From an optimization exercise on the open Yosys and OpenROAD flow, aimed at small area, a short achievable clock period and few clock cycles; shortcuts taken in it are not production practice.
The RTL was checked by simulation tests, not by an equivalence proof against the original design.
No driver is modelled on the clock port, so clocking that relies on it looks cheaper here than on a real chip.
Power figures rest on the tool's default switching activity, not on a simulated workload.

### flow/constraint.sdc
create_clock -name core_clock -period 6.0 [get_ports {pclk}]
set_input_delay 1.2000 -clock core_clock [delete_from_list [all_inputs] [get_ports {pclk}]]
set_output_delay 1.2000 -clock core_clock [all_outputs]
set_load 0.01 [all_outputs]
### flow/config.mk
export PLATFORM = sky130hd
export DESIGN_NAME = apb_system_top
export DESIGN_NICKNAME = apb_system_top
export VERILOG_FILES = /design/flow/design.v
export SDC_FILE = /design/flow/constraint.sdc
export NUM_CORES = 8
export LEC_CHECK = 0
export CAP_MARGIN = 30
export CORE_MARGIN = 2
export CORE_UTILIZATION = 60
export CTS_BUF_LIST = sky130_fd_sc_hd__clkbuf_16
export CTS_CLUSTER_DIAMETER = 100
export CTS_CLUSTER_SIZE = 25
export SETUP_SLACK_MARGIN = 2.8
export SLEW_MARGIN = 50
export SYNTH_HIERARCHICAL = 1
export SYNTH_MINIMUM_KEEP_SIZE = 0
export TNS_END_PERCENT = 10
### flow/standard.sh
#!/bin/bash
# synth_recipe.tcl (not shown) runs the flow's synth.tcl, then flattens the netlist and writes it again
# the make line also repeats each setting of config.mk as NAME=value (left out here)
make -C /OpenROAD-flow-scripts/flow DESIGN_CONFIG=/design/flow/config.mk WORK_HOME=/design/flow/orfs CLKGATE_MAP_FILE= SYNTH_SCRIPT=/design/flow/synth_recipe.tcl "${@:-finish}"
### flow/design.v
module apb_rd_aoi3 (
    input  wire        s0, s1, s2,
    input  wire [31:0] d0, d1, d2,
    output wire [31:0] y
);
    assign y = ~(({32{s0}} & d0) | ({32{s1}} & d1) | ({32{s2}} & d2));
endmodule
module apb_rd_nand4 (
    input  wire [31:0] a, b, c, d,
    output wire [31:0] y
);
    assign y = ~(a & b & c & d);
endmodule
module apb_rd_nor4 (
    input  wire [31:0] a, b, c, d,
    output wire [31:0] y
);
    assign y = ~(a | b | c | d);
endmodule
module apb_rd_nor2 (
    input  wire [31:0] a, b,
    output wire [31:0] y
);
    assign y = ~(a | b);
endmodule
module apb_rd_nand2 (
    input  wire [31:0] a, b,
    output wire [31:0] y
);
    assign y = ~(a & b);
endmodule
module apb_rd_and4 (
    input  wire [31:0] a, b, c, d,
    output wire [31:0] y
);
    assign y = a & b & c & d;
endmodule
module apb_system_top #(
    parameter ADDR_WIDTH = 32,
    parameter DATA_WIDTH = 32,
    parameter NUM_SLAVES = 3
)(
    input  wire                    pclk,
    input  wire                    presetn,
    input  wire                    transfer_req,
    input  wire [ADDR_WIDTH-1:0]   transfer_addr,
    input  wire [DATA_WIDTH-1:0]   transfer_wdata,
    input  wire                    transfer_write,
    output wire                    transfer_ready,
    output wire [DATA_WIDTH-1:0]   transfer_rdata,
    output wire                    transfer_error
);
    wire [3:0] slave  = transfer_addr[19:16];
    wire [5:0] word   = transfer_addr[7:2];
    wire       mapped = (slave[3:2] == 2'b00) && (slave[1:0] != 2'b11);
    wire       inwin  = (transfer_addr[31:20] == 12'h0) && (transfer_addr[15:8] == 8'h0);
    wire       hit    = mapped && inwin;
    wire       wr     = transfer_req && transfer_write && hit;
    reg        pw_valid;
    reg  [5:0] pw_word;
    reg  [1:0] pw_slave;
    reg [31:0] pw_data;
    always @(posedge pclk or negedge presetn)
        if (!presetn) pw_valid <= 1'b0;
        else          pw_valid <= wr;
    always @(posedge pclk) begin
        pw_word  <= word;
        pw_slave <= slave[1:0];
        pw_data  <= transfer_wdata;
    end
    wire byp = pw_valid && hit && word == pw_word && slave[1:0] == pw_slave;
    wire [31:0] wd0 = pw_data & {32{presetn}};
    wire [31:0] wd1 = pw_data | {32{!presetn}};
    wire [3:0] p0 = 4'b0001 << word[1:0];
    wire [3:0] p1 = 4'b0001 << word[3:2];
    wire [3:0] p2 = 4'b0001 << word[5:4];
    wire [3:0] sd = 4'b0001 << slave[1:0];
    wire [3:0] q0 = 4'b0001 << pw_word[1:0];
    wire [3:0] q1 = 4'b0001 << pw_word[3:2];
    wire [3:0] q2 = 4'b0001 << pw_word[5:4];
    wire [3:0] qs = {4{pw_valid}} & (4'b0001 << pw_slave);
    wire [64*32-1:0] ya;
    genvar s, w, b;
    generate
        for (w = 0; w < 64; w = w + 1) begin : g_w
            wire        wl  = p2[w/16] & p1[(w/4)%4] & p0[w%4];
            wire        wwl = q2[w/16] & q1[(w/4)%4] & q0[w%4];
            wire [2:0]  sel;
            wire [31:0] q [0:2];
            for (s = 0; s < 3; s = s + 1) begin : g_s
                localparam [31:0] INIT = (s << 24) + w;
                wire [31:0] wd;
                for (b = 0; b < 32; b = b + 1) begin : g_b
                    assign wd[b] = INIT[b] ? wd1[b] : wd0[b];
                end
                wire we = (qs[s] && wwl) || !presetn;
                reg [31:0] m;
                always @(posedge pclk)
                    if (we) m <= wd;
                assign q[s]   = m;
                assign sel[s] = sd[s] & wl;
            end
            apb_rd_aoi3 u_a (.s0(sel[0]), .s1(sel[1]), .s2(sel[2]),
                             .d0(q[0]), .d1(q[1]), .d2(q[2]), .y(ya[w*32 +: 32]));
        end
    endgenerate
    wire [16*32-1:0] yb;
    wire [8*32-1:0]  yc;
    wire [4*32-1:0]  yd;
    genvar k;
    generate
        for (k = 0; k < 16; k = k + 1) begin : g_b4
            apb_rd_and4 u_b (.a(ya[(4*k)*32 +: 32]), .b(ya[(4*k+1)*32 +: 32]),
                             .c(ya[(4*k+2)*32 +: 32]), .d(ya[(4*k+3)*32 +: 32]),
                             .y(yb[k*32 +: 32]));
        end
        for (k = 0; k < 8; k = k + 1) begin : g_c2
            apb_rd_nand2 u_c (.a(yb[(2*k)*32 +: 32]), .b(yb[(2*k+1)*32 +: 32]),
                              .y(yc[k*32 +: 32]));
        end
        for (k = 0; k < 4; k = k + 1) begin : g_d2
            apb_rd_nor2 u_d (.a(yc[(2*k)*32 +: 32]), .b(yc[(2*k+1)*32 +: 32]),
                             .y(yd[k*32 +: 32]));
        end
    endgenerate
    wire           hb = hit && !byp;
    reg [4*32-1:0] rd_n;
    reg            error_q;
    always @(posedge pclk) begin
        rd_n[0 +: 32]  <= ~(({32{hb}} & ~yd[0 +: 32]) | ({32{byp}} & pw_data)
                            | ((mapped && !inwin) ? 32'hDEADBEEF : 32'd0));
        rd_n[32 +: 32] <= ~({32{hb}} & ~yd[32 +: 32]);
        rd_n[64 +: 32] <= ~({32{hb}} & ~yd[64 +: 32]);
        rd_n[96 +: 32] <= ~({32{hb}} & ~yd[96 +: 32]);
        error_q <= !hit;
    end
    reg ready_q;
    always @(posedge pclk or negedge presetn)
        if (!presetn) ready_q <= 1'b0;
        else          ready_q <= 1'b1;
    assign transfer_ready = ready_q;
    assign transfer_rdata = ~(rd_n[0 +: 32] & rd_n[32 +: 32] & rd_n[64 +: 32] & rd_n[96 +: 32]);
    assign transfer_error = error_q;
endmodule
### flow/flow/gsize.tcl
# Greedy sizing of the cells on the slowest paths: for each cell on the
# worst path, try the other drive strengths of its footprint and keep the one
# that gives the best worst slack. Repeats until no change helps.
proc gs_variants {master} {
  if {![regexp {^(.*)_([0-9]+)$} $master -> base n]} { return {} }
  set out {}
  foreach c [get_lib_cells */${base}_*] {
    set nm [get_name $c]
    if {[regexp "^${base}_\[0-9\]+\$" $nm]} { lappend out $nm }
  }
  return $out
}
proc gs_dontuse {name} {
  return [regexp {probe|lpflow|clkdly|dlygate|dlymetal} $name]
}
proc gs_ep_slack {ep} {
  return [get_property $ep slack_max]
}
proc gs_run {max_iter npaths} {
  set block [ord::get_db_block]
  for {set it 0} {$it < $max_iter} {incr it} {
    set changed 0
    set paths [find_timing_paths -path_delay max -group_path_count $npaths -sort_by_slack]
    set work {}
    foreach path $paths {
      set ep [get_full_name [get_property $path endpoint]]
      set insts {}
      foreach pt [get_property $path points] {
        set pin [get_property $pt pin]
        if {[get_property $pin is_port]} continue
        lappend insts [get_full_name [$pin instance]]
      }
      lappend work [list $ep $insts]
    }
    unset paths
    foreach item $work {
      lassign $item ep insts
      set epobj [get_pins -quiet $ep]
      if {$epobj eq ""} { set epobj [get_ports $ep] }
      foreach iname $insts {
        set dbi [$block findInst $iname]
        if {$dbi eq "NULL"} continue
        set cur [[$dbi getMaster] getName]
        if {[gs_dontuse $cur]} continue
        if {[regexp {clkbuf|clkinv|tapvpwr|fill|decap} $cur]} continue
        set best $cur
        set bestep [gs_ep_slack $epobj]
        set bestws [sta::worst_slack_cmd max]
        foreach v [gs_variants $cur] {
          if {$v eq $cur || [gs_dontuse $v]} continue
          replace_cell $iname $v
          set e [gs_ep_slack $epobj]
          set w [sta::worst_slack_cmd max]
          if {$e > $bestep + 0.002 && $w >= $bestws - 0.0005} { set best $v; set bestep $e; set bestws $w }
        }
        if {[[[$block findInst $iname] getMaster] getName] ne $best} { replace_cell $iname $best }
        if {$best ne $cur} { incr changed }
      }
    }
    puts "gsize iter $it: changed $changed, worst slack [sta::worst_slack_cmd max]"
    if {$changed == 0} break
  }
}
### flow/flow/run.sh
#!/bin/bash
# Layout flow: the standard layout, with one extra step after clock tree
# synthesis: the cells on the slowest paths are sized (other drive strengths
# of the same cell, no new cells and no logic change) by a greedy search on
# placement parasitics, in two rounds, each followed by legalization. The
# standard flow then continues from global routing to the finished layout.
set -euo pipefail
W=$(pwd)
R=$W/orfs/results/${FLOW_PLATFORM}/apb_system_top/base
bash standard.sh "$R/4_cts.odb" > "$W/std_pass1.log" 2>&1
cp "$R/4_cts.odb" "$W/cts_pass1.odb"
ECO_IN="$W/cts_pass1.odb" ECO_SDC="$R/4_cts.sdc" ECO_OUT="$R/4_cts.odb" \
  GS_TCL="$W/flow/gsize.tcl" GS_ROUNDS="8 3" GS_PATHS=64 \
  PLATFORM_DIR="$FLOW_HOME/platforms/$FLOW_PLATFORM" \
  openroad -no_init -exit "$W/flow/ctsgs.tcl" > "$W/ctsgs.log" 2>&1
rm -f "$W/cts_pass1.odb"
bash standard.sh finish > "$W/std_pass2.log" 2>&1
### flow/flow/ctsgs.tcl
# Greedy sizing on the clock-tree-synthesized placement, with placement
# parasitics, in rounds; the placement is legalized after each round.
set P $::env(PLATFORM_DIR)
read_lef $P/lef/sky130_fd_sc_hd.tlef
read_lef $P/lef/sky130_fd_sc_hd_merged.lef
read_liberty $P/lib/sky130_fd_sc_hd__tt_025C_1v80.lib
read_db $::env(ECO_IN)
read_sdc $::env(ECO_SDC)
source $P/setRC.tcl
set_propagated_clock [all_clocks]
estimate_parasitics -placement
report_worst_slack -max
source $::env(GS_TCL)
foreach iters $::env(GS_ROUNDS) {
  gs_run $iters $::env(GS_PATHS)
  report_worst_slack -max
  detailed_placement
  estimate_parasitics -placement
  report_worst_slack -max
}
check_placement
write_db $::env(ECO_OUT)
==> flow_metrics.py, run 1 <==
metrics = {
    "outcome": {
        "status": "finished clean",
    },
    "clock_network": {
        "holdBufCountCts": 0,
        "clkLatencyLatePin_ps": 980,
        "clkTransAtPathRegs_ps": 100,
        "cts_buffer_depth": 4,
        "htree_levels": 5,
        "cts-root-buf": "clkbuf_16",
        "cts_tree": "built",
        "cts_buffers": 290,
        "cts_sinks": 6315,
    },
    "setup_path": {
        "r2r_start": "pw_word[0]",
        "timing.critical_path.arrival_ps": 4200,
        "worstReg2RegEnd": "g_w[41].g_s[2].m[29]",
        "critPathRequiredTime_ps": 6900,
        "crit_type": "input port to flip-flop",
        "end_kind": "flip-flop",
        "cp-start-kind": "input port",
        "endpoint": "rd_n[111]",
        "r2r_cells": 5,
        "crit_path_start": "transfer_addr[17]",
        "worst-path-max-fanout": 32,
        "rrSetupSlack_ps": 2950,
    },
    "place": {
        "gp_congestion": 0.929,
        "io_buffers": 99,
        "placed_area_um2": 237000,
        "dp_hpwl_mm": 380,
    },
    "drt": {
        "vias_per_cell": 7.34,
        "drtIter0Drc": 24200,
        "wl_mm": 650,
        "vias": 121000,
        "routedWlPerCell_um": 39.3,
        "dr.pass1.iters": 13,
        "remaining_drc_errors": 0,
        "ant_nets": 0,
    },
    "finish": {
        "num-fill-cells": 23900,
        "area_delta_synth_final_pct": 11.4,
        "final_common_cell": "edfxtp_1",
        "final_nets": 11500,
        "final_cell_mix": "edfxtp_1 (6144), a222oi_1 (2048), buf_4 (564)",
        "drive_gt1_share_pct": 18.2,
        "stdcell_area_um2": 250000,
    },
    "timing": {
        "fmax_mhz": 303,
        "fin_tns_setup_ps": 0,
        "slew_viol_final": 0,
        "hold_viol": 0,
        "setup_violations": 0,
        "min_period_ps": 3310,
        "max_slew_margin_pct": 48.0,
        "tightest_slew_ps": 780,
        "grt_setup_unrepaired": "yes",
        "period_share_pct": 55.1,
        "clock_skew_ps": 34.3,
    },
    "yosys": {
        "ys_ff_latch": 6315,
        "async_flop_share_pct": 0.0317,
        "ys_seq_area_share_pct": 83.7,
        "synth_flop_cell": "edfxtp_1",
        "synth_edf_count": 6144,
        "syn_nets": 10900,
        "ys_top_cells_by_area": "edfxtp_1 (82%), a222oi_1 (9.1%), and4_1 (2.0%), buf_6 (2.0%), dfxtp_1 (1.5%)",
        "syn_area_um2": 224000,
        "syn_inst": 10800,
        "synth_area_leader_cell": "edfxtp_1",
        "yosysUniqueCellTypes": 38,
        "avgSynthCellArea_um2": 20.8,
        "yosys_warnings": 7,
        "synth_top_area_share_pct": 82.2,
    },
    "floorplanning": {
        "boundaryPins": 102,
        "die_area_um2": 379000,
        "fp.coreArea_um2": 372000,
        "fp-row-count": 224,
        "die_w_um": 616,
        "initial_utilization_pct": 60.3,
        "die_h_um": 616,
    },
    "power": {
        "power_w": 0.0783,
        "ir_drop_mv": 0.257,
        "power.density_nw_per_um2": 313,
        "leakage_nw": 78.6,
    },
    "global_route": {
        "grt_pass1_vias": 115000,
        "overflow": 0,
        "grt_antenna_before_repair": 40,
        "grt_pass1_wl_mm": 893,
        "grt_max_degree": 133,
        "track_usage_pct": 33.8,
    },
    "job": {
        "max-cap-violations": 0,
    },
    "hold_path": {
        "min_path_type": "input port to asynchronous set/reset pin",
    },
}
## per-module statistics from Yosys (local to each module, per instance)
module          flip-flops and latches  cell area, um^2  times used  cells inside
apb_system_top                    6315           193000           1          7286
apb_rd_aoi3                          0              403          64            41
apb_rd_nor2                          0              120           4            32
apb_rd_nand2                         0              120           8            32
apb_rd_and4                          0              280          16            32
## how the worst min path moves through the flow
stage,start,end,slack [ps],cells past startpoint
4_1_cts,presetn,ready_q,8,1
3_3_place_gp,pw_data[23],rd_n[23],530,2
6_report,presetn,ready_q,40,1
2_1_floorplan,pw_data[14],rd_n[14],510,2
3_5_place_dp,pw_data[23],rd_n[23],550,2
5_1_grt,presetn,ready_q,10,1
## power by group
| part | internal [W] | switching (W) |
|---|---|---|
| Sequential | 0.0519 | 0.000876 |
| Clock | 0.00918 | 0.0129 |
| Combinational | 0.000683 | 0.00272 |
| Total | 0.0617 | 0.0165 |
## registers in the layout, indices dropped and copies added (netlist names)
signal	count
error_q	1
ready_q	1
rd_n	128
pw_valid	1
pw_word	6
pw_data	32
g_w.g_s.m	6144
pw_slave	2
## layer usage
layer,share of wire [%],GRT usage [%],vias to the layer above
li1,-,-,49100
met1,37,47.8,63700
met2,47,52.5,7756
met3,12,6.24,861
met4,4.9,14.1,6
met5,0.0063,0,-
## logic make-up (layout without fill, tap and decap cells)
group | Yosys count | after routing | synth area share (%)
xor gates and xnor gates | 8 | 8 | 0.0312
AOI/OAI and AO/OA | 2274 | 2274 | 9.70
other | 1 | 19 | 0.00167
buffers and inverters | 694 | 1435 | 2.60
muxes | 7 | 7 | 0.0312
and+or+nand+nor | 1507 | 1509 | 3.92
DFF | 6315 | 6315 | 83.7
## Yosys cell counts, types with 2 or more instances
library cell and n:
edfxtp_1 6144, a222oi_1 2048, and4_1 512, nand2_1 396, buf_6 395, nor2_1 365, buf_2 201, o21ai_0 190
dfxtp_1 169, clkbuf_1 71, and2_1 59, or2_2 57, or2_1 41, nand4_1 33, o21ai_1 17, o31ai_2 17
buf_1 12, nand2b_1 12, nor3_1 12, inv_1 8, xnor2_1 8, mux2i_1 7, nor4_1 6, clkbuf_2 5
nor2b_1 4, dfrtp_1 2, nand3_1 2, nand3b_1 2, nor3_2 2
## repair_timing
action                      CTS  global route
setup endpoints to repair  1004           122
buffers inserted            148             6
resized for setup           359            23
cloned                        3             0
pin swaps                    82             4
## critical path, cell delays in order
cell      delay, ps
buf_2           290
or2_4           220
buf_6           140
buf_1           280
buf_6           350
nor2_2           70
buf_4           290
a222oi_1        460
and4_2          350
nand2_1         100
nor2_4          230
or2_0           140
## metrics by stage
step | utilization (%) | hold WS [ps] | setup WS [ps] | std cells
2_1_floorplan | - | 509 | 2050 | 10800
3_3_place_gp | 63.2 | 534 | 511 | 15800
3_5_place_dp | 63.6 | 549 | 675 | 15900
4_1_cts | 66.4 | 7.99 | 2500 | 16500
5_1_grt | 67.2 | 11.9 | 2700 | 16500
6_report | 67.2 | 37.4 | 2690 | 16500
## final cells by class
class,count,area (um^2),share of cell area [%]
inverter,8,30.0,0.0120
timing repair buffer,994,11100,4.43
antenna,18,45.0,0.0180
multi-input combinational,3799,36500,14.6
clock inverter,131,592,0.237
sequential,6315,188000,75.2
clock buffer,302,7560,3.02
tap,4972,6220,2.49
Testbench counts, summed over its fixed seeds: cycles 4,800.
==> run 2, diff against run 1 <==
--- a/flow/flow/run.sh
+++ b/flow/flow/run.sh
@@ -10,7 +10,7 @@
 bash standard.sh "$R/4_cts.odb" > "$W/std_pass1.log" 2>&1
 cp "$R/4_cts.odb" "$W/cts_pass1.odb"
 ECO_IN="$W/cts_pass1.odb" ECO_SDC="$R/4_cts.sdc" ECO_OUT="$R/4_cts.odb" \
-  GS_TCL="$W/flow/gsize.tcl" GS_ROUNDS="8 3" GS_PATHS=64 \
+  GS_TCL="$W/flow/gsize.tcl" GS_ROUNDS="8 3" GS_PATHS=128 \
   PLATFORM_DIR="$FLOW_HOME/platforms/$FLOW_PLATFORM" \
   openroad -no_init -exit "$W/flow/ctsgs.tcl" > "$W/ctsgs.log" 2>&1
 rm -f "$W/cts_pass1.odb"
--- a/flow/config.mk
+++ b/flow/config.mk
@@ -11,7 +11,7 @@
 export CTS_BUF_LIST = sky130_fd_sc_hd__clkbuf_16
 export CTS_CLUSTER_DIAMETER = 100
 export CTS_CLUSTER_SIZE = 25
-export SETUP_SLACK_MARGIN = 2.8
+export SETUP_SLACK_MARGIN = 3.0
 export SLEW_MARGIN = 50
 export SYNTH_HIERARCHICAL = 1
 export SYNTH_MINIMUM_KEEP_SIZE = 0
==> run 2 against run 1 <==
Critical path type is now flip-flop to output port. Clock-buffer cell count up 7. Area after synthesis did not move. Highest routed layer unchanged. Sequential power is essentially flat. Register-to-register slack hardly changed. Die area is the same. Largest cell class unchanged.
==> flow_metrics.py, run 2 <==
metrics = {
    "drt": {
        "drtIter0Drc": 24200,
        "routedWlPerCell_um": 39.7,
        "ant_nets": 0,
        "wl_mm": 659,
        "vias": 122000,
        "vias_per_cell": 7.36,
        "dr.pass1.iters": 21,
        "remaining_drc_errors": 0,
    },
    "timing": {
        "fmax_mhz": 322,
        "fin_tns_setup_ps": 0,
        "min_period_ps": 3110,
        "tightest_slew_ps": 1110,
        "hold_viol": 0,
        "clock_skew_ps": 39.1,
        "period_share_pct": 51.8,
        "setup_violations": 0,
        "slew_viol_final": 0,
        "grt_setup_unrepaired": "yes",
        "max_slew_margin_pct": 26.3,
    },
    "yosys": {
        "synthTopCellsByCount": "edfxtp_1 (6144), a222oi_1 (2048), and4_1 (512), nand2_1 (396), buf_6 (395)",
        "ys_seq_area_share_pct": 83.7,
        "synth_area_leader_cell": "edfxtp_1",
        "syn_nets": 10900,
        "ys_ff_latch": 6315,
        "synth_edf_count": 6144,
        "synth.most_common_cell": "edfxtp_1",
        "avgSynthCellArea_um2": 20.8,
        "synth_top_area_share_pct": 82.2,
        "ys_top_cells_by_area": "edfxtp_1 (82%), a222oi_1 (9.1%), and4_1 (2.0%), buf_6 (2.0%), dfxtp_1 (1.5%)",
        "syn_area_um2": 224000,
        "synth_flop_cell": "edfxtp_1",
        "yosysUniqueCellTypes": 38,
        "yosys_warnings": 7,
        "syn_inst": 10800,
        "async_flop_share_pct": 0.0317,
    },
    "global_route": {
        "grt_max_degree": 145,
        "overflow": 0,
        "grt_antenna_before_repair": 28,
        "grt_pass1_wl_mm": 904,
        "grt_pass1_vias": 115000,
        "track_usage_pct": 34.1,
    },
    "setup_path": {
        "crit_type": "flip-flop to output port",
        "end_kind": "output port",
        "worstReg2RegEnd": "g_w[30].g_s[1].m[28]",
        "critPathRequiredTime_ps": 4800,
        "r2r_start": "pw_word[1]",
        "worst-path-max-fanout": 1,
        "timing.critical_path.arrival_ps": 1910,
        "cp-start-kind": "flip-flop",
        "rrSetupSlack_ps": 2960,
        "r2r_cells": 6,
    },
    "finish": {
        "area_delta_synth_final_pct": 12.5,
        "largest_register": "g_w.g_s.m",
        "largest_reg_flops": 6144,
        "final_common_cell": "edfxtp_1",
        "final_cell_mix": "edfxtp_1 (6144), a222oi_1 (2048), buf_4 (559)",
        "stdcell_area_um2": 253000,
        "top_regs": "g_w.g_s.m: 6144 flops, rd_n: 128 flops, pw_data: 32 flops",
        "final_nets": 11500,
        "drive_gt1_share_pct": 20.6,
    },
    "floorplanning": {
        "die_area_um2": 379000,
        "fp.coreArea_um2": 372000,
        "fp-row-count": 224,
        "die_w_um": 616,
        "initial_utilization_pct": 60.3,
        "die_h_um": 616,
        "boundaryPins": 102,
    },
    "place": {
        "dp_hpwl_mm": 385,
        "placed_area_um2": 237000,
        "io_buffers": 99,
        "gp_congestion": 0.890,
    },
    "clock_network": {
        "htree_levels": 5,
        "cts-root-buf": "clkbuf_16",
        "cts_sinks": 6315,
        "clkLatencyLatePin_ps": 980,
        "clkTransAtPathRegs_ps": 100,
        "cts_buffers": 290,
        "cts_buffer_depth": 4,
        "cts_tree": "built",
    },
    "power": {
        "power.density_nw_per_um2": 311,
        "ir_drop_mv": 0.252,
        "power_w": 0.0787,
        "leakage_nw": 79.6,
    },
    "job": {
        "max-cap-violations": 0,
    },
    "hold_path": {
        "min_path_type": "input port to asynchronous set/reset pin",
    },
    "outcome": {
        "status": "finished clean",
    },
}
run 2: cell counts after synthesis:
No cell type changed its count.
run 2: area by class of cell:
cell class	instances	area (um^2)
Inverter	8	30.0
Timing Repair Buffer	1061	12800
Antenna cell	12	30.0
Sequential cell	6315	188000
Tap cell	4972	6220
Fill cell	23500	120000
Clock buffer	309	7730
Clock inverter	134	549
Multi-Input combinational cell	3798	37200
run 2: how the worst max path moves through the flow:
stage | to | cells past startpoint | slack, ps | from
finish | transfer_rdata[29] | 2 | 2890 | rd_n[29]
global route | transfer_rdata[8] | 2 | 2890 | rd_n[8]
CTS | transfer_rdata[22] | 2 | 2490 | rd_n[118]
detailed placement | rd_n[59] | 12 | 670 | transfer_addr[7]
global placement | rd_n[5] | 12 | 360 | transfer_addr[4]
floorplan | g_w[0].g_s[0].m[25] | 3 | 2160 | presetn
run 2: through the flow:
stage	cells	setup slack (ps)	hold WS, ps	utilization, %
6_report	16600	2890	182	67.8
5_1_grt	16600	2890	168	67.8
4_1_cts	16600	2490	155	66.7
2_1_floorplan	10800	2160	500	-
3_3_place_gp	15800	364	570	63.3
3_5_place_dp	15900	668	592	63.7
run 2: what timing repair did:
action,CTS,global route
endpoints found under the hold margin,1,0
setup buffers,199,8
hold buffers,1,0
endpoints found under the setup margin,2074,158
cloned,1,2
gates resized for setup,532,40
pin swaps,117,11
run 2: logic make-up (layout without fill, tap and decap cells):
kind of cell    Yosys count  count (layout)  share of synthesized area (%)
xor+xnor                  8               8                         0.0312
buf+inv                 694            1512                           2.60
compound gates         2274            2274                           9.70
other cells               1              13                        0.00167
simple gates           1507            1508                           3.92
mux                       7               7                         0.0312
flops                  6315            6315                           83.7
run 2: where the power goes:
group	internal [W]	leakage, nW	total [W]	switching, W
combinational	0.000787	15.3	0.00356	0.00277
clock	0.00935	4.51	0.0223	0.0130
sequential	0.0519	59.8	0.0527	0.000880
total	0.0620	79.6	0.0787	0.0166
run 2: per-module statistics from Yosys, one instance, submodules excluded:
| module | times used | flip-flops and latches | area [um^2] |
|---|---|---|---|
| apb_rd_and4 | 16 | 0 | 280 |
| apb_system_top | 1 | 6315 | 193000 |
| apb_rd_nor2 | 4 | 0 | 120 |
| apb_rd_nand2 | 8 | 0 | 120 |
| apb_rd_aoi3 | 64 | 0 | 403 |
run 2: per-layer routing:
layer  part of all wire, %  routed length, um  global-route usage [%]  vias up
met1                    37             242000                    48.5    64100
met2                    47             307000                    53.4     8001
met3                    12              78300                    5.95      879
met5                0.0068                 45                       0        -
met4                   4.7              31000                    13.8        6
li1                      -                  -                       -    49300
run 2: critical path, stage by stage (launching register included):
cell     delay (ps)
dfxtp_4         440
nand4_4         270
buf_6           220
==> run 3, diff against run 2 <==
--- a/flow/config.mk
+++ b/flow/config.mk
@@ -15,4 +15,4 @@
 export SLEW_MARGIN = 50
 export SYNTH_HIERARCHICAL = 1
 export SYNTH_MINIMUM_KEEP_SIZE = 0
-export TNS_END_PERCENT = 10
+export TNS_END_PERCENT = 60
==> run 3 against run 2 <==
Non-clock buffer count is 108 lower. Register-to-register slack better by 130 ps. Utilization is 0.48 points lower. Combinational power is 1% lower. Global-route usage is 0.24 points higher. Power is 0.32% lower. Maximum frequency is 12% lower. Setup slack worse by 440 ps. Area after synthesis stayed put. Clock skew is 4.3 ps higher.
==> flow_metrics.py, run 3 <==
metrics = {
    "outcome": {
        "status": "finished clean",
    },
    "clock_network": {
        "cts-root-buf": "clkbuf_16",
        "cts_buffers": 290,
        "cts_buffer_depth": 4,
        "htree_levels": 5,
        "clkLatencyLatePin_ps": 1000,
        "cts_tree": "built",
        "clkTransAtPathRegs_ps": 100,
        "cts_sinks": 6315,
        "holdBufCountCts": 0,
    },
    "setup_path": {
        "critPathRequiredTime_ps": 4800,
        "crit_path_start": "rd_n[104]",
        "worstReg2RegEnd": "g_w[56].g_s[0].m[23]",
        "path_cells": "nand4_1 > buf_2",
        "cp.depth": 2,
        "critPathTopFamily": "simple AND/OR/NAND/NOR gates",
        "r2r_cells": 5,
        "endpoint": "transfer_rdata[8]",
        "rrSetupSlack_ps": 3090,
        "timing.critical_path.arrival_ps": 2340,
        "max_stage_delay_ps": 550,
        "end_kind": "output port",
        "crit_buf_inv": 1,
        "critical-path-slowest-cell": "nand4_1",
        "crit_type": "flip-flop to output port",
        "cp-start-kind": "flip-flop",
        "r2r_start": "pw_valid",
        "worst-path-max-fanout": 1,
    },
    "yosys": {
        "synth_top_area_share_pct": 82.2,
        "syn_nets": 10900,
        "synth_compound_area_share_pct": 9.70,
        "synth_mux_area_share_pct": 0.0312,
        "synth_flop_cell": "edfxtp_1",
        "ys_top_cells_by_area": "edfxtp_1 (82%), a222oi_1 (9.1%), and4_1 (2.0%), buf_6 (2.0%), dfxtp_1 (1.5%)",
        "ys_ff_latch": 6315,
        "synth_top_family_by_area": "compound AO/OA/AOI/OAI gates",
        "syn_area_um2": 224000,
        "synth_edf_count": 6144,
        "synth-adder-area-share_pct": 0,
        "ys_seq_area_share_pct": 83.7,
        "yosys.area_share.xor_xnor_pct": 0.0312,
        "synthTopCellsByCount": "edfxtp_1 (6144), a222oi_1 (2048), and4_1 (512), nand2_1 (396), buf_6 (395)",
        "yosysUniqueCellTypes": 38,
        "synth.most_common_cell": "edfxtp_1",
        "syn_inst": 10800,
        "async_flop_share_pct": 0.0317,
        "yosys_warnings": 7,
        "avgSynthCellArea_um2": 20.8,
        "synth_area_leader_cell": "edfxtp_1",
        "yosys.area_share.simple_pct": 3.92,
    },
    "power": {
        "ir_drop_mv": 0.244,
        "switchingPower_w": 0.0166,
        "seqPwrFrac_pct": 67.2,
        "netSwitchingFraction_pct": 21.2,
        "pwr-share-comb_pct": 4.5,
        "leakage_nw": 78.9,
        "power.density_nw_per_um2": 313,
        "clkPwrFrac_pct": 28.3,
        "power.internal_w": 0.0618,
    },
    "finish": {
        "area_delta_synth_final_pct": 11.8,
        "largest_reg_flops": 6144,
        "drive_gt1_share_pct": 19.0,
        "final_nets": 11400,
        "num-fill-cells": 23800,
        "fin_util_pct": 67.4,
        "top_regs": "g_w.g_s.m: 6144 flops, rd_n: 128 flops, pw_data: 32 flops",
        "largest_register": "g_w.g_s.m",
        "final_cell_mix": "edfxtp_1 (6144), a222oi_1 (2048), buf_4 (450)",
        "final_common_cell": "edfxtp_1",
    },
    "global_route": {
        "grt_pass1_wl_mm": 906,
        "grt_pass1_vias": 116000,
        "overflow": 0,
        "track_usage_pct": 34.4,
        "grt_max_degree": 145,
        "grt_antenna_before_repair": 35,
    },
    "timing": {
        "period_share_pct": 59.0,
        "fmax_mhz": 282,
        "tightest_slew_ps": 852,
        "slew_viol_final": 0,
        "hold_viol": 0,
        "clock_skew_ps": 43.4,
        "max_slew_margin_pct": 43.2,
        "fin_tns_setup_ps": 0,
        "min_period_ps": 3540,
        "grt_setup_unrepaired": "yes",
        "setup_violations": 0,
    },
    "floorplanning": {
        "die_area_um2": 379000,
        "fp.coreArea_um2": 372000,
        "boundaryPins": 102,
        "initial_utilization_pct": 60.3,
        "die_w_um": 616,
        "die_h_um": 616,
        "fp-row-count": 224,
    },
    "drt": {
        "routedWlPerCell_um": 40.2,
        "remaining_drc_errors": 0,
        "dr.pass1.iters": 12,
        "wl_mm": 663,
        "ant_nets": 0,
        "drtIter0Drc": 24400,
        "vias_per_cell": 7.40,
        "vias": 122000,
    },
    "place": {
        "dp_hpwl_mm": 380,
        "gp_congestion": 0.832,
        "io_buffers": 99,
    },
    "hold_path": {
        "min_path_type": "input port to asynchronous set/reset pin",
    },
    "job": {
        "max-cap-violations": 0,
    },
}
## run 3: routing by layer
layer,GRT usage [%],vias up,wire length [um]
met5,0,-,75
met4,16.0,12,34900
met3,5.58,1065,75700
met2,55.0,8061,316000
met1,47.0,64000,237000
li1,-,49100,-
## run 3: how the worst min path moves through the flow
| stage | cells past startpoint | from | end | slack (ps) |
|---|---|---|---|---|
| 5_1_grt | 1 | presetn | ready_q | 90 |
| 3_3_place_gp | 2 | pw_data[15] | rd_n[15] | 540 |
| 4_1_cts | 1 | presetn | ready_q | 150 |
| 2_1_floorplan | 2 | pw_data[20] | rd_n[20] | 500 |
| 6_report | 1 | presetn | ready_q | 60 |
| 3_5_place_dp | 2 | pw_data[15] | rd_n[15] | 550 |
## run 3: per-module statistics from Yosys, one instance, submodules excluded
| module | cells | area, um^2 |
|---|---|---|
| apb_rd_nor2 | 32 | 120 |
| apb_system_top | 7286 | 193000 |
| apb_rd_nand2 | 32 | 120 |
| apb_rd_aoi3 | 41 | 403 |
| apb_rd_and4 | 32 | 280 |
## run 3: kinds of logic after synthesis
logic type	after synthesis
buffers and inverters	694
DFF	6315
xor gates and xnor gates	8
other	1
and+or+nand+nor	1507
muxes	7
AOI/OAI and AO/OA	2274
## run 3: timing repair
action                                  CTS  global route
endpoints found under the hold margin     0             0
pin swaps                               112            14
resized for setup                       620            24
setup buffers                           145             0
gates cloned                              6             0
setup endpoints to repair              1746            79
## run 3: power groups by stage
stage / combinational (W) / sequential (W) / clock (W)
after detailed placement: 0.00320 / 0.0538 / 0
after CTS: 0.00327 / 0.0527 / 0.0224
after global placement: 0.00303 / 0.0536 / 0
final: 0.00351 / 0.0527 / 0.0222
after global routing: 0.00359 / 0.0530 / 0.0238
after floorplan: 0.00128 / 0.0536 / 0
## run 3: through the flow
stage | std cells | power (W) | setup WS (ps) | cell area (um^2) | hold WS, ps
3_3_place_gp | 15800 | 0.0566 | 516 | 235000 | 542
6_report | 16500 | 0.0784 | 2460 | 251000 | 58.5
5_1_grt | 16500 | 0.0804 | 2570 | 251000 | 85.9
3_5_place_dp | 15900 | 0.0570 | 475 | 237000 | 547
2_1_floorplan | 10800 | 0.0548 | 2160 | 225000 | 500
4_1_cts | 16500 | 0.0784 | 2450 | 248000 | 150
## run 3: layout make-up
class,instances,area [um^2],share of cell area (%)
sequential,6315,188000,75.0
clock inverter,135,567,0.226
timing repair buffer,953,11800,4.69
antenna,22,55.1,0.0219
tap,4972,6220,2.48
multi-input combinational,3798,36500,14.5
clock buffer,304,7610,3.03
inverter,8,30.0,0.0120
==> run 4, diff against run 3 <==
--- a/flow/flow/run.sh
+++ b/flow/flow/run.sh
@@ -10,7 +10,7 @@
 bash standard.sh "$R/4_cts.odb" > "$W/std_pass1.log" 2>&1
 cp "$R/4_cts.odb" "$W/cts_pass1.odb"
 ECO_IN="$W/cts_pass1.odb" ECO_SDC="$R/4_cts.sdc" ECO_OUT="$R/4_cts.odb" \
-  GS_TCL="$W/flow/gsize.tcl" GS_ROUNDS="8 3" GS_PATHS=128 \
+  GS_TCL="$W/flow/gsize.tcl" GS_ROUNDS="8 3" GS_PATHS=256 \
   PLATFORM_DIR="$FLOW_HOME/platforms/$FLOW_PLATFORM" \
   openroad -no_init -exit "$W/flow/ctsgs.tcl" > "$W/ctsgs.log" 2>&1
 rm -f "$W/cts_pass1.odb"
--- a/flow/config.mk
+++ b/flow/config.mk
@@ -15,4 +15,4 @@
 export SLEW_MARGIN = 50
 export SYNTH_HIERARCHICAL = 1
 export SYNTH_MINIMUM_KEEP_SIZE = 0
-export TNS_END_PERCENT = 60
+export TNS_END_PERCENT = 10
==> run 4 against run 3 <==
Still clean on timing, DRC and antenna. Critical path depth unchanged. Global-route usage down 0.20 points. Register-to-register slack worse by 40 ps. Combinational power up 3%. First-iteration DRC count up 0.71%. Sequential share of layout area down 0.65 points. Final cell count up 0.57%. Routed wire length down 0.76%. Die area unchanged. Largest cell class unchanged.
==> flow_metrics.py, run 4 <==
metrics = {
    "place": {
        "dp_hpwl_mm": 385,
        "gp_congestion": 0.890,
        "place_ws_ps": 668,
        "placed_cells": 15900,
        "io_buffers": 99,
    },
    "finish": {
        "final_common_cell": "edfxtp_1",
        "largest_reg_flops": 6144,
        "area_delta_synth_final_pct": 12.7,
        "fin_util_pct": 67.9,
        "final_nets": 11500,
        "final_cell_mix": "edfxtp_1 (6144), a222oi_1 (2048), buf_4 (495)",
        "drive_gt1_share_pct": 20.5,
        "layout.cells.non_filler": 16600,
        "top_regs": "g_w.g_s.m: 6144 flops, rd_n: 128 flops, pw_data: 32 flops",
        "largest_register": "g_w.g_s.m",
    },
    "power": {
        "power.density_nw_per_um2": 311,
        "power.internal_w": 0.0620,
        "leakage_nw": 80.0,
        "ir_drop_mv": 0.252,
        "seqPwrFrac_pct": 67.0,
        "power_w": 0.0787,
        "switchingPower_w": 0.0167,
        "netSwitchingFraction_pct": 21.2,
        "clkPwrFrac_pct": 28.4,
        "pwr-share-comb_pct": 4.6,
    },
    "floorplanning": {
        "initial_utilization_pct": 60.3,
        "fp-row-count": 224,
        "die_area_um2": 379000,
        "fp.coreArea_um2": 372000,
        "die_h_um": 616,
        "boundaryPins": 102,
        "die_w_um": 616,
    },
    "outcome": {
        "status": "finished clean",
    },
    "drt": {
        "wl_mm": 658,
        "vias": 123000,
        "dr.pass1.iters": 11,
        "routedWlPerCell_um": 39.7,
        "drtIter0Drc": 24500,
        "vias_per_cell": 7.38,
        "remaining_drc_errors": 0,
        "ant_nets": 0,
    },
    "yosys": {
        "synth_top_area_share_pct": 82.2,
        "synth_edf_count": 6144,
        "ys_top_cells_by_area": "edfxtp_1 (82%), a222oi_1 (9.1%), and4_1 (2.0%), buf_6 (2.0%), dfxtp_1 (1.5%)",
        "synth_area_leader_cell": "edfxtp_1",
        "syn_nets": 10900,
        "synthTopCellsByCount": "edfxtp_1 (6144), a222oi_1 (2048), and4_1 (512), nand2_1 (396), buf_6 (395)",
        "ys_seq_area_share_pct": 83.7,
        "syn_area_um2": 224000,
        "yosysUniqueCellTypes": 38,
        "avgSynthCellArea_um2": 20.8,
        "ys_ff_latch": 6315,
        "synth.most_common_cell": "edfxtp_1",
        "synth_flop_cell": "edfxtp_1",
        "async_flop_share_pct": 0.0317,
        "syn_inst": 10800,
        "yosys_warnings": 7,
    },
    "timing": {
        "hold_viol": 0,
        "slew_viol_final": 0,
        "fin_ws_ps": 2430,
        "period_share_pct": 59.4,
        "fin_tns_setup_ps": 0,
        "tightest_slew_ps": 845,
        "clock_skew_ps": 43.0,
        "grt_setup_unrepaired": "yes",
        "setup_violations": 0,
        "min_period_ps": 3570,
        "max_slew_margin_pct": 43.6,
        "fmax_mhz": 280,
    },
    "setup_path": {
        "r2r_start": "pw_word[3]",
        "crit_buf_inv": 1,
        "end_kind": "output port",
        "max_stage_delay_ps": 580,
        "critPathRequiredTime_ps": 4800,
        "crit_path_start": "rd_n[29]",
        "crit_type": "flip-flop to output port",
        "worst-path-max-fanout": 1,
        "critPathTopFamily": "simple AND/OR/NAND/NOR gates",
        "path_cells": "nand4_1 > buf_2",
        "timing.critical_path.arrival_ps": 2370,
        "critical-path-slowest-cell": "nand4_1",
        "cp-start-kind": "flip-flop",
    },
    "hold_path": {
        "min_path_type": "input port to asynchronous set/reset pin",
    },
    "clock_network": {
        "cts_buffer_depth": 4,
        "cts-root-buf": "clkbuf_16",
        "clkTransAtPathRegs_ps": 100,
        "cts_buffers": 290,
        "htree_levels": 5,
        "cts_tree": "built",
        "cts_sinks": 6315,
        "clkLatencyLatePin_ps": 980,
    },
    "global_route": {
        "track_usage_pct": 34.2,
        "grt_max_degree": 145,
        "grt_pass1_wl_mm": 905,
        "overflow": 0,
        "grt_antenna_before_repair": 31,
        "grt_pass1_vias": 116000,
    },
    "job": {
        "max-cap-violations": 0,
    },
}
==> run 4: cell counts after synthesis <==
No cell type changed its count.
==> run 4: routing by layer <==
metal | up-vias | wire [um] | global-route usage, % | part of all wire (%)
met5 | - | 313 | 0 | 0.048
li1 | 49300 | - | - | -
met2 | 8130 | 307000 | 53.4 | 47
met1 | 64300 | 241000 | 48.6 | 37
met4 | 8 | 31800 | 14.2 | 4.8
met3 | 887 | 78200 | 5.71 | 12
==> run 4: timing repair <==
item | in CTS | in global routing
buffers inserted | 199 | 3
hold endpoints to repair | 1 | 0
gates resized for setup | 532 | 22
gates cloned | 1 | 0
pin swaps | 117 | 8
setup endpoints to repair | 2074 | 155
hold buffers | 1 | 0
==> run 4: final timing paths <==
path,end,depth (start not counted),slack [ps]
worst max-delay path,transfer_rdata[29],2,2430
worst min-delay path,ready_q,2,180
worst max register to register,g_w[8].g_s[2].m[8],5,3050
worst min register to register,rd_n[29],2,580
max in group asynchronous,pw_valid,2,5370
min in group core_clock,pw_word[3],1,380
==> run 4: cells by family (layout without fill, tap and decap cells) <==
family	after synthesis	count (layout)	synth area share, %
multiplexers	7	7	0.0312
AO/OA/AOI/OAI	2274	2274	9.70
buffers and inverters	694	1504	2.60
XOR/XNOR	8	8	0.0312
other	1	13	0.00167
AND/OR/NAND/NOR	1507	1508	3.92
flip-flops	6315	6315	83.7
==> run 4: layout make-up <==
| type | count | area, um^2 |
|---|---|---|
| Antenna cell | 12 | 30.0 |
| Inverter | 8 | 30.0 |
| Fill cell | 23500 | 119000 |
| Timing Repair Buffer | 1053 | 13400 |
| Tap cell | 4972 | 6220 |
| Multi-Input combinational cell | 3798 | 37000 |
| Clock buffer | 309 | 7730 |
| Clock inverter | 134 | 549 |
| Sequential cell | 6315 | 188000 |
==> run 4: power by group through the flow <==
stage | clock (W) | combinational, W | sequential, W
floorplan | 0 | 0.00126 | 0.0536
global placement | 0 | 0.00303 | 0.0536
detailed placement | 0 | 0.00324 | 0.0538
CTS | 0.0226 | 0.00330 | 0.0527
global route | 0.0240 | 0.00371 | 0.0530
finish | 0.0224 | 0.00361 | 0.0527
==> run 4: per-module statistics from Yosys, one instance, submodules excluded <==
module | times used | flip-flops and latches
apb_rd_and4 | 16 | 0
apb_system_top | 1 | 6315
apb_rd_nor2 | 4 | 0
apb_rd_nand2 | 8 | 0
apb_rd_aoi3 | 64 | 0
==> run 4: through the flow <==
stage	hold slack [ps]	instance area, um^2
after global placement	570	236000
after detailed placement	592	237000
final	177	253000
after global routing	168	253000
after CTS	155	248000
after floorplan	500	225000
==> run 5, diff against run 4 <==
--- a/flow/flow/run.sh
+++ b/flow/flow/run.sh
@@ -10,7 +10,7 @@
 bash standard.sh "$R/4_cts.odb" > "$W/std_pass1.log" 2>&1
 cp "$R/4_cts.odb" "$W/cts_pass1.odb"
 ECO_IN="$W/cts_pass1.odb" ECO_SDC="$R/4_cts.sdc" ECO_OUT="$R/4_cts.odb" \
-  GS_TCL="$W/flow/gsize.tcl" GS_ROUNDS="8 3" GS_PATHS=256 \
+  GS_TCL="$W/flow/gsize.tcl" GS_ROUNDS="8 3" GS_PATHS=64 \
   PLATFORM_DIR="$FLOW_HOME/platforms/$FLOW_PLATFORM" \
   openroad -no_init -exit "$W/flow/ctsgs.tcl" > "$W/ctsgs.log" 2>&1
 rm -f "$W/cts_pass1.odb"
--- a/flow/flow/gsize.tcl
+++ b/flow/flow/gsize.tcl
@@ -1,12 +1,19 @@
 # Greedy sizing of the cells on the slowest paths: for each cell on the
 # worst path, try the other drive strengths of its footprint and keep the one
 # that gives the best worst slack. Repeats until no change helps.
-proc gs_variants {master} {
+proc gs_variants {master {iname ""}} {
   if {![regexp {^(.*)_([0-9]+)$} $master -> base n]} { return {} }
+  # A port buffer (the flow may have made it a delay cell) may become a
+  # plain buffer.
+  if {[regexp {^(input|output)[0-9]+$} $iname]
+      && [regexp {__(buf|clkbuf|clkdlybuf4s[0-9]+|dlygate4sd[0-9]|dlymetal6s[0-9]s)$} $base]} {
+    return {sky130_fd_sc_hd__buf_1 sky130_fd_sc_hd__buf_2 sky130_fd_sc_hd__buf_4
+            sky130_fd_sc_hd__buf_6 sky130_fd_sc_hd__buf_8 sky130_fd_sc_hd__buf_12}
+  }
   set out {}
   foreach c [get_lib_cells */${base}_*] {
     set nm [get_name $c]
-    if {[regexp "^${base}_\[0-9\]+\$" $nm]} { lappend out $nm }
+    if {[regexp {^[0-9]+$} [string range $nm [string length ${base}_] end]]} { lappend out $nm }
   }
   return $out
 }
@@ -41,17 +48,18 @@
         set dbi [$block findInst $iname]
         if {$dbi eq "NULL"} continue
         set cur [[$dbi getMaster] getName]
-        if {[gs_dontuse $cur]} continue
+        if {[gs_dontuse $cur] && ![regexp {^(input|output)[0-9]+$} $iname]} continue
         if {[regexp {clkbuf|clkinv|tapvpwr|fill|decap} $cur]} continue
         set best $cur
         set bestep [gs_ep_slack $epobj]
         set bestws [sta::worst_slack_cmd max]
-        foreach v [gs_variants $cur] {
+        set hold0 [expr {min(0.0, [sta::worst_slack_cmd min])}]
+        foreach v [gs_variants $cur $iname] {
           if {$v eq $cur || [gs_dontuse $v]} continue
           replace_cell $iname $v
           set e [gs_ep_slack $epobj]
           set w [sta::worst_slack_cmd max]
-          if {$e > $bestep + 0.002 && $w >= $bestws - 0.0005} { set best $v; set bestep $e; set bestws $w }
+          if {$e > $bestep + 0.002 && $w >= $bestws - 0.0005 && [sta::worst_slack_cmd min] >= $hold0} { set best $v; set bestep $e; set bestws $w }
         }
         if {[[[$block findInst $iname] getMaster] getName] ne $best} { replace_cell $iname $best }
         if {$best ne $cur} { incr changed }
==> run 5 against run 4 <==
Worst hold slack gained 9.1 ps. Sequential power is essentially flat. Via count shrank 0.25%. Power shrank 0.14%. Clock-buffer cell count is the same. Critical endpoint is now transfer_rdata[4]. Largest power group unchanged. Synthesized cell count is the same. Clock skew shrank 3.9 ps.
==> flow_metrics.py, run 5 <==
metrics = {
    "outcome": {
        "status": "finished clean",
    },
    "finish": {
        "num-fill-cells": 23700,
        "final_nets": 11500,
        "largest_reg_flops": 6144,
        "layout.cells.non_filler": 16600,
        "drive_gt1_share_pct": 18.9,
        "largest_register": "g_w.g_s.m",
        "fin_util_pct": 67.5,
        "final_cell_mix": "edfxtp_1 (6144), a222oi_1 (2048), buf_4 (584)",
        "final_common_cell": "edfxtp_1",
        "ff_latch_area_um2": 188000,
        "area_delta_synth_final_pct": 11.9,
        "top_regs": "g_w.g_s.m: 6144 flops, rd_n: 128 flops, pw_data: 32 flops",
        "multi_input_comb_area_um2": 36300,
    },
    "setup_path": {
        "rrSetupSlack_ps": 3060,
        "critPathTopFamily": "flip-flops",
        "path_cells": "nand4_1 > buf_2",
        "cp-start-kind": "flip-flop",
        "critical-path-slowest-cell": "dfxtp_4",
        "timing.critical_path.arrival_ps": 2190,
        "critPathRequiredTime_ps": 4800,
        "worstReg2RegEnd": "rd_n[124]",
        "worst-path-max-fanout": 1,
        "max_stage_delay_ps": 470,
        "crit_buf_inv": 1,
        "crit_type": "flip-flop to output port",
        "end_kind": "output port",
        "r2r_cells": 6,
        "r2r_start": "pw_word[0]",
    },
    "place": {
        "dp_hpwl_mm": 385,
        "io_buffers": 99,
        "gp_congestion": 0.890,
        "placed_cells": 15900,
        "place_ws_ps": 668,
    },
    "yosys": {
        "syn_inst": 10800,
        "synth_top_family_by_area": "compound AO/OA/AOI/OAI gates",
        "ys_ff_latch": 6315,
        "synth_flop_cell": "edfxtp_1",
        "syn_nets": 10900,
        "yosys_warnings": 7,
        "synth_compound_area_share_pct": 9.70,
        "synth_top_area_share_pct": 82.2,
        "synth_mux_area_share_pct": 0.0312,
        "avgSynthCellArea_um2": 20.8,
        "synth_edf_count": 6144,
        "yosysUniqueCellTypes": 38,
        "ys_top_cells_by_area": "edfxtp_1 (82%), a222oi_1 (9.1%), and4_1 (2.0%), buf_6 (2.0%), dfxtp_1 (1.5%)",
        "synth-adder-area-share_pct": 0,
        "synth_area_leader_cell": "edfxtp_1",
        "synthTopCellsByCount": "edfxtp_1 (6144), a222oi_1 (2048), and4_1 (512), nand2_1 (396), buf_6 (395)",
        "yosys.area_share.xor_xnor_pct": 0.0312,
        "syn_area_um2": 224000,
        "ys_seq_area_share_pct": 83.7,
        "async_flop_share_pct": 0.0317,
        "synth.most_common_cell": "edfxtp_1",
        "yosys.area_share.simple_pct": 3.92,
    },
    "floorplanning": {
        "fp.coreArea_um2": 372000,
        "fp-row-count": 224,
        "die_h_um": 616,
        "boundaryPins": 102,
        "initial_utilization_pct": 60.3,
        "die_w_um": 616,
        "die_area_um2": 379000,
    },
    "global_route": {
        "grt_max_degree": 145,
        "grt_pass1_wl_mm": 902,
        "track_usage_pct": 34.1,
        "overflow": 0,
        "grt_antenna_before_repair": 31,
        "grt_pass1_vias": 115000,
    },
    "hold_path": {
        "min_path_type": "input port to asynchronous set/reset pin",
    },
    "clock_network": {
        "cts_buffers": 290,
        "cts-root-buf": "clkbuf_16",
        "clkLatencyLatePin_ps": 980,
        "cts_buffer_depth": 4,
        "cts_sinks": 6315,
        "cts_tree": "built",
        "clkTransAtPathRegs_ps": 100,
        "htree_levels": 5,
    },
    "timing": {
        "fin_ws_ps": 2610,
        "tightest_slew_ps": 829,
        "slew_viol_final": 0,
        "fmax_mhz": 295,
        "period_share_pct": 56.5,
        "clock_skew_ps": 39.1,
        "fin_tns_setup_ps": 0,
        "max_slew_margin_pct": 44.7,
        "setup_violations": 0,
        "min_period_ps": 3390,
        "grt_setup_unrepaired": "yes",
        "hold_viol": 0,
    },
    "job": {
        "max-cap-violations": 0,
    },
    "drt": {
        "vias_per_cell": 7.37,
        "remaining_drc_errors": 0,
        "routedWlPerCell_um": 39.6,
        "wl_mm": 657,
        "drtIter0Drc": 24800,
        "vias": 122000,
        "ant_nets": 0,
        "dr.pass1.iters": 13,
    },
    "power": {
        "leakage_nw": 79.1,
        "power.density_nw_per_um2": 313,
        "ir_drop_mv": 0.253,
        "power_w": 0.0786,
    },
}
[run 5: per-stage QoR]
stage / hold WS (ps) / area (um^2)
6_report: 186 / 251000
5_1_grt: 168 / 251000
4_1_cts: 155 / 248000
3_5_place_dp: 592 / 237000
3_3_place_gp: 570 / 236000
2_1_floorplan: 500 / 225000
[run 5: modules after synthesis, one instance, submodules excluded]
| module | times used | flip-flops and latches | area (um^2) | cells |
|---|---|---|---|---|
| apb_rd_and4 | 16 | 0 | 280 | 32 |
| apb_rd_aoi3 | 64 | 0 | 403 | 41 |
| apb_rd_nand2 | 8 | 0 | 120 | 32 |
| apb_rd_nor2 | 4 | 0 | 120 | 32 |
| apb_system_top | 1 | 6315 | 193000 | 7286 |
[run 5: worst register-to-register path, cell delays in order (launching register included)]
cell,delay [ps]
dfxtp_1,450
xnor2_1,580
nand4_2,430
nor3_4,380
nand2b_4,490
buf_4,400
or2_0,140
[run 5: routing by layer]
layer | GRT usage [%] | share of wire, % | vias to the layer above | wire length, um
li1 | - | - | 49200 | -
met1 | 48.6 | 37 | 64000 | 242000
met2 | 53.2 | 47 | 8128 | 307000
met3 | 5.65 | 12 | 887 | 77600
met4 | 14.0 | 4.7 | 16 | 31100
met5 | 0 | 0.061 | - | 402
[run 5: area by class of cell]
class / count / share of cell area (%)
Clock inverter: 134 / 0.219
Tap cell: 4972 / 2.48
Clock buffer: 309 / 3.08
Multi-Input combinational cell: 3798 / 14.4
Inverter: 8 / 0.0119
Timing Repair Buffer: 1050 / 4.89
Antenna cell: 16 / 0.0159
Sequential cell: 6315 / 74.9
[run 5: worst max-delay path by stage]
stage                           from             endpoint  depth (start not counted)
floorplan                    presetn  g_w[0].g_s[0].m[25]                          3
global placement    transfer_addr[4]              rd_n[5]                         12
detailed placement  transfer_addr[7]             rd_n[59]                         12
CTS                        rd_n[118]   transfer_rdata[22]                          2
global route                 rd_n[4]    transfer_rdata[4]                          2
finish                       rd_n[4]    transfer_rdata[4]                          2
[run 5: power by group]
part	total (W)	internal, W	leakage, nW	switching, W
clock	0.0224	0.00936	4.51	0.0130
combinational	0.00348	0.000735	14.7	0.00275
sequential	0.0527	0.0519	59.8	0.000881
[run 5: logic make-up (layout without fill, tap and decap cells)]
family,Yosys count,after routing
DFF,6315,6315
AOI/OAI and AO/OA,2274,2274
and+or+nand+nor,1507,1508
buffers and inverters,694,1501
xor gates and xnor gates,8,8
muxes,7,7
other,1,17
[run 5: what timing repair did]
action / CTS / global route
endpoints found under the setup margin: 2074 / 287
endpoints found under the hold margin: 1 / 0
resized for setup: 532 / 4
hold buffers: 1 / 0
buffers inserted: 199 / 0
pin swaps: 117 / 1
cloned: 1 / 0

port drivers added, routing unchanged:
The flow's constraints put no driver on any port. The routed layouts listed below were extracted and timed again, unchanged, in two steps.
Step 1 sets driving cells, clkbuf_16 on the clock port and buf_2 on the other inputs (assumed; they add their load-dependent delay and slew).
Step 2, shift: input delay + t, output delay - t, t = (earliest + latest rising clock arrival at the registers) / 2. This alone moves slack from input paths to output paths.
Slacks: no drivers / after step 1 / after step 2; pairs: no drivers / after step 1.
| run | t, ns | setup WS [ns] | hold slack, ns |
|---|---|---|---|
| run 1 | 1.069 | 2.695 / 2.601 / 1.678 | 0.037 / 0.018 / 0.556 |
| run 2 | 1.072 | 2.894 / 2.786 / 1.859 | 0.182 / 0.149 / 0.591 |
| run 3 | 1.098 | 2.457 / 2.337 / 1.832 | 0.059 / 0.027 / 0.555 |
| run 4 | 1.060 | 2.434 / 2.332 / 1.679 | 0.177 / 0.151 / 0.583 |
| run 5 | 1.063 | 2.608 / 2.506 / 1.920 | 0.186 / 0.156 / 0.603 |
After both steps every run listed still meets setup and hold. The setup slack of run 2, which loses most, moves by -0.108 ns with the drivers and by -1.035 ns with both steps.
